This design comes from an exercise in tuning for small area on the open sky130 flow, not from production work. The RTL was checked by simulation tests, not by an equivalence proof against the original design. Power is estimated from default activity; no workload was simulated.

main:
==> flow/design.v <==
module fifo (
    input            clk,
    input            rstn,
    input            we,
    input            re,
    input            soft_rst,
    input      [7:0] din,
    output reg [7:0] dout,
    output           full,
    output           empty
);
    reg [4:0] last;
    reg [7:0] mem [15:0];
    integer i;
    assign empty = last[4];
    assign full  = (last == 5'd15);
    wire do_wr = we & ~full;
    wire do_rd = re & ~empty;
    always @(posedge clk) begin
        if (!rstn || soft_rst)
            last <= 5'b11111;
        else if (do_wr && !do_rd)
            last <= last + 5'd1;
        else if (do_rd && !do_wr)
            last <= last - 5'd1;
    end
    always @(posedge clk)
        if (do_wr) begin
            mem[0] <= din;
            for (i = 1; i < 16; i = i + 1)
                mem[i] <= mem[i-1];
        end
    always @(posedge clk) begin
        if (!rstn || soft_rst)
            dout <= 8'd0;
        else if (do_rd)
            dout <= mem[last[3:0]];
    end
endmodule
module fsm (
    input        clk, rstn, pkt_vd,
    input        fifo_full,
    input        fifo_empty0, fifo_empty1, fifo_empty2,
    input        sft_rst,
    input        parity_done, low_pkt_vd,
    input  [1:0] din,
    output       detect_add, ld_state, laf_state,
    output       lfd_state, write_enb_reg, rst_in_reg, busy
);
    localparam decode_address     = 3'b000,
               load_first_data    = 3'b001,
               load_data          = 3'b010,
               wait_till_empty    = 3'b011,
               load_parity        = 3'b100,
               check_parity_error = 3'b101,
               fifo_full_state    = 3'b110,
               load_after_full    = 3'b111;
    reg [2:0] pst, nst;
    always @(posedge clk) begin
        if (!rstn || sft_rst)
            pst <= decode_address;
        else
            pst <= nst;
    end
    reg sel_empty;
    always @(*) begin
        case (din)
            2'd0: sel_empty = fifo_empty0;
            2'd1: sel_empty = fifo_empty1;
            default: sel_empty = fifo_empty2;
        endcase
    end
    always @(*) begin
        nst = decode_address;
        case (pst)
            decode_address:
                if (pkt_vd && din != 2'd3)
                    nst = sel_empty ? load_first_data : wait_till_empty;
            load_first_data:
                nst = load_data;
            load_data:
                nst = fifo_full ? fifo_full_state : (pkt_vd ? load_data : load_parity);
            wait_till_empty:
                nst = (fifo_empty0 || fifo_empty1 || fifo_empty2) ? load_first_data : wait_till_empty;
            load_parity:
                nst = check_parity_error;
            check_parity_error:
                nst = fifo_full ? fifo_full_state : decode_address;
            fifo_full_state:
                nst = fifo_full ? fifo_full_state : load_after_full;
            load_after_full:
                nst = parity_done ? decode_address : (low_pkt_vd ? load_parity : load_data);
        endcase
    end
    assign detect_add    = (pst == decode_address);
    assign lfd_state     = (pst == load_first_data);
    assign ld_state      = (pst == load_data);
    assign laf_state     = (pst == load_after_full);
    assign write_enb_reg = (pst == load_data || pst == load_parity || pst == load_after_full);
    assign rst_in_reg    = (pst == check_parity_error);
    assign busy          = !(pst == load_data || pst == decode_address);
endmodule
module register (
    input        clk, rstn, pkt_vd, fifo_full, rst_in_reg,
    input        detect_addr, ld_state, laf_state,
    input  [7:0] din,
    output reg   parity_done, low_pkt_vd, error,
    output reg [7:0] dout
);
    reg [7:0] fifo_full_reg;
    reg [7:0] pkt_parity_reg;
    reg [7:0] itrnl_parity_reg;
    always @(posedge clk) begin
        if (detect_addr || (ld_state && !fifo_full))
            dout <= din;
        else if (laf_state)
            dout <= fifo_full_reg;
    end
    always @(posedge clk) begin
        if (!rstn)
            fifo_full_reg <= 8'b0;
        else if (ld_state && fifo_full)
            fifo_full_reg <= din;
    end
    always @(posedge clk) begin
        if (!rstn)
            pkt_parity_reg <= 8'b0;
        else if (!pkt_vd && ld_state)
            pkt_parity_reg <= din;
    end
    always @(posedge clk) begin
        if (detect_addr)
            itrnl_parity_reg <= din;
        else if (ld_state && pkt_vd)
            itrnl_parity_reg <= itrnl_parity_reg ^ din;
    end
    always @(posedge clk) begin
        if (!rstn)
            error <= 1'b0;
        else if (parity_done)
            error <= (itrnl_parity_reg != pkt_parity_reg);
    end
    always @(posedge clk) begin
        if (!rstn)
            parity_done <= 1'b0;
        else
            parity_done <= !pkt_vd && ((ld_state && !fifo_full) || laf_state);
    end
    always @(posedge clk) begin
        if (!rstn)
            low_pkt_vd <= 1'b0;
        else if (rst_in_reg)
            low_pkt_vd <= 1'b0;
        else if (ld_state && !pkt_vd)
            low_pkt_vd <= 1'b1;
    end
endmodule
module synchronizer_block (
    input        clk, rstn,
    input        detect_addr, write_enb_reg,
    input        re0, re1, re2,
    input        e0, e1, e2,
    input        f0, f1, f2,
    input  [1:0] din,
    output reg   fifo_full,
    output       vo0, vo1, vo2,
    output       sr0, sr1, sr2,
    output reg [2:0] we
);
    reg [1:0] address;
    reg [4:0] count_0, count_1, count_2;
    always @(posedge clk) begin
        if (!rstn)
            address <= 2'b00;
        else if (detect_addr)
            address <= din;
    end
    always @(*) begin
        we = 3'b000;
        if (write_enb_reg)
            case (address)
                2'b00: we = 3'b001;
                2'b01: we = 3'b010;
                2'b10: we = 3'b100;
                default: we = 3'b000;
            endcase
    end
    always @(*) begin
        case (address)
            2'b00: fifo_full = f0;
            2'b01: fifo_full = f1;
            2'b10: fifo_full = f2;
            default: fifo_full = 1'b0;
        endcase
    end
    assign vo0 = ~e0;
    assign vo1 = ~e1;
    assign vo2 = ~e2;
    assign sr0 = &count_0;
    assign sr1 = &count_1;
    assign sr2 = &count_2;
    always @(posedge clk) begin
        if (!rstn || e0 || re0) count_0 <= 5'd0;
        else                    count_0 <= (count_0 + 5'd1) | {4'd0, sr0};
    end
    always @(posedge clk) begin
        if (!rstn || e1 || re1) count_1 <= 5'd0;
        else                    count_1 <= (count_1 + 5'd1) | {4'd0, sr1};
    end
    always @(posedge clk) begin
        if (!rstn || e2 || re2) count_2 <= 5'd0;
        else                    count_2 <= (count_2 + 5'd1) | {4'd0, sr2};
    end
endmodule
module top_module (
    input         clk, rstn,
    input         pkt_vd,
    input         re0, re1, re2,
    input  [7:0]  din,
    output        vo0, vo1, vo2,
    output        busy, error,
    output [7:0]  dout0, dout1, dout2
);
    wire sr0, sr1, sr2;
    wire parity_done, fifo_full, low_pkt_vd;
    wire fe0, fe1, fe2;
    wire full0, full1, full2;
    wire detect_addr, ld_state, laf_state, write_enb_reg;
    wire lfd_state, rst_int_reg;
    wire [2:0] we;
    wire [7:0] data_out;
    fifo f1 (.clk(clk), .rstn(rstn), .we(we[0]), .re(re0), .soft_rst(sr0),
             .din(data_out), .dout(dout0), .full(full0), .empty(fe0));
    fifo f2 (.clk(clk), .rstn(rstn), .we(we[1]), .re(re1), .soft_rst(sr1),
             .din(data_out), .dout(dout1), .full(full1), .empty(fe1));
    fifo f3 (.clk(clk), .rstn(rstn), .we(we[2]), .re(re2), .soft_rst(sr2),
             .din(data_out), .dout(dout2), .full(full2), .empty(fe2));
    fsm fb (
        .clk(clk), .rstn(rstn), .pkt_vd(pkt_vd), .din(din[1:0]),
        .fifo_full(fifo_full),
        .fifo_empty0(fe0), .fifo_empty1(fe1), .fifo_empty2(fe2),
        .sft_rst(sr0 | sr1 | sr2),
        .parity_done(parity_done), .low_pkt_vd(low_pkt_vd),
        .detect_add(detect_addr), .ld_state(ld_state), .laf_state(laf_state),
        .lfd_state(lfd_state), .write_enb_reg(write_enb_reg),
        .rst_in_reg(rst_int_reg), .busy(busy)
    );
    register r1 (
        .clk(clk), .rstn(rstn), .pkt_vd(pkt_vd), .fifo_full(fifo_full),
        .rst_in_reg(rst_int_reg),
        .detect_addr(detect_addr), .ld_state(ld_state), .laf_state(laf_state),
        .din(din),
        .parity_done(parity_done), .low_pkt_vd(low_pkt_vd), .error(error),
        .dout(data_out)
    );
    synchronizer_block s1 (
        .clk(clk), .rstn(rstn),
        .detect_addr(detect_addr), .write_enb_reg(write_enb_reg),
        .re0(re0), .re1(re1), .re2(re2),
        .e0(fe0), .e1(fe1), .e2(fe2),
        .f0(full0), .f1(full1), .f2(full2),
        .din(din[1:0]),
        .vo0(vo0), .vo1(vo1), .vo2(vo2),
        .sr0(sr0), .sr1(sr1), .sr2(sr2),
        .fifo_full(fifo_full), .we(we)
    );
endmodule
export LEC_CHECK = 0
export CAP_MARGIN = 20
export CORE_MARGIN = 2
export CORE_UTILIZATION = 40
export SLEW_MARGIN = 20
create_clock -name core_clock -period 5.0 [get_ports {clk}]
standard.sh (not shown) runs the stock make flow with config.mk's settings and CLKGATE_MAP_FILE= SYNTH_SCRIPT=/design/flow/synth_recipe.tcl, a recipe that flattens the netlist after the stock synthesis.
==> flow/flow/run.sh <==
#!/bin/bash
# The standard layout (standard.sh) with three changes:
#  - synthesis maps logic with an area-oriented ABC script (flow/area.abc);
#    the rest of the synthesis script, and so every register, is the standard flow's own;
#  - clock tree: no dummy loads, clkbuf_8 sink clusters;
#  - port buffers use the smallest buffer cell.
set -euo pipefail
HERE=$(pwd)
cat flow/abc_override.tcl synth_recipe.tcl > my_synth.tcl
sed "s#SYNTH_SCRIPT=[^ ]*#SYNTH_SCRIPT=$HERE/my_synth.tcl#" standard.sh > my_standard.sh
export MY_ABC_SCRIPT=$HERE/flow/area.abc
export CTS_ARGS="-sink_clustering_enable -repair_clock_nets -buf_list sky130_fd_sc_hd__clkbuf_8 -dont_use_dummy_load -sink_clustering_size 16 -sink_clustering_max_diameter 50"
export BUFFER_PORTS_ARGS="-buffer_cell sky130_fd_sc_hd__buf_1"
bash my_standard.sh > standard.log 2>&1
==> flow/flow/abc_override.tcl <==
# Map the combinational logic with an area-oriented ABC script (flow/area.abc)
# instead of ORFS's delay-driven one. Everything else in synthesis is unchanged.
proc abc {args} {
  set i [lsearch -exact $args -script]
  if { $i >= 0 } { set args [lreplace $args $i [expr {$i + 1}] -script $::env(MY_ABC_SCRIPT)] }
  set i [lsearch -exact $args -D]
  if { $i >= 0 } { set args [lreplace $args $i [expr {$i + 1}]] }
  yosys abc {*}$args
}
==> flow/flow/area.abc <==
strash
dch
map -a
mfs2
strash
dch
map -a
topo
[inputs] the feature branch vs main
diff --git a/flow/design.v b/flow/design.v
--- a/flow/design.v
+++ b/flow/design.v
@@ -10,30 +10,30 @@
     output           empty
 );
-    reg [4:0] last;
+    reg [3:0] wr_pt, rd_pt;
+    reg       wrap;                  
     reg [7:0] mem [15:0];
-    integer i;
-    assign empty = last[4];
-    assign full  = (last == 5'd15);
+    wire same = (wr_pt == rd_pt);
+    assign empty = same & ~wrap;
+    assign full  = same &  wrap;
     wire do_wr = we & ~full;
     wire do_rd = re & ~empty;
     always @(posedge clk) begin
-        if (!rstn || soft_rst)
-            last <= 5'b11111;
-        else if (do_wr && !do_rd)
-            last <= last + 5'd1;
-        else if (do_rd && !do_wr)
-            last <= last - 5'd1;
+        if (!rstn || soft_rst) begin
+            wr_pt <= 4'd0;
+            rd_pt <= 4'd0;
+            wrap  <= 1'b0;
+        end else begin
+            if (do_rd) rd_pt <= rd_pt + 4'd1;
+            if (do_wr) wr_pt <= wr_pt + 4'd1;
+            wrap <= wrap ^ (do_wr & (&wr_pt)) ^ (do_rd & (&rd_pt));
+        end
     end
     always @(posedge clk)
-        if (do_wr) begin
-            mem[0] <= din;
-            for (i = 1; i < 16; i = i + 1)
-                mem[i] <= mem[i-1];
-        end
+        if (do_wr) mem[wr_pt] <= din;
     always @(posedge clk) begin
         if (!rstn || soft_rst)
             dout <= 8'd0;
         else if (do_rd)
-            dout <= mem[last[3:0]];
+            dout <= mem[rd_pt];
     end
 endmodule
Results
Looking at launching instance or port of the critical path, the f2.rd_pt[2] result is from the feature branch; the f3.last[0] one comes from main.
Against main, first-iteration DRC count in the feature branch fell by more than 10%.
Buffering overhead in the feature branch vs main: up 0.36 points
Summary — worst setup slack, the feature branch relative to main: lower, by 0.42 ns.
Clock network contribution to total cell area delta (the feature branch -> main): insignificant
[the feature branch] clock period minus worst slack rose 0.42 ns relative to main
Of the feature branch and main, the higher static leakage belongs to the feature branch.

what the ideal ports hide:
In the flow no input, the clock included, has a driving cell. The finished layouts below were timed again as built, in two steps.
Step 1 (the two cells are an assumption about what drives the block):
set clk [get_ports {clk}]
set_driving_cell -lib_cell sky130_fd_sc_hd__clkbuf_16 $clk
set_driving_cell -lib_cell sky130_fd_sc_hd__buf_2 [delete_from_list [all_inputs] $clk]
Step 2 adds t to the input delays and takes it off the output delays; t is the mean of the earliest and latest rising clock arrival at the registers after step 1. Input paths then give back, and output paths get back, about the clock's delay inside the block.
a / b / c = ideal / step 1 / step 2; a / b = the first two.
| run | t, ns | setup slack, ns | worst setup path after step 2 | worst data-port slew with drivers (ns) |
|---|---|---|---|---|
| main | 0.640 | 1.331 / 1.331 / 1.331 | register to register | 0.03 |
| the feature branch | 0.653 | 0.910 / 0.859 / 1.479 | input to register | 0.04 |
After both steps setup and hold are still met in every run listed.
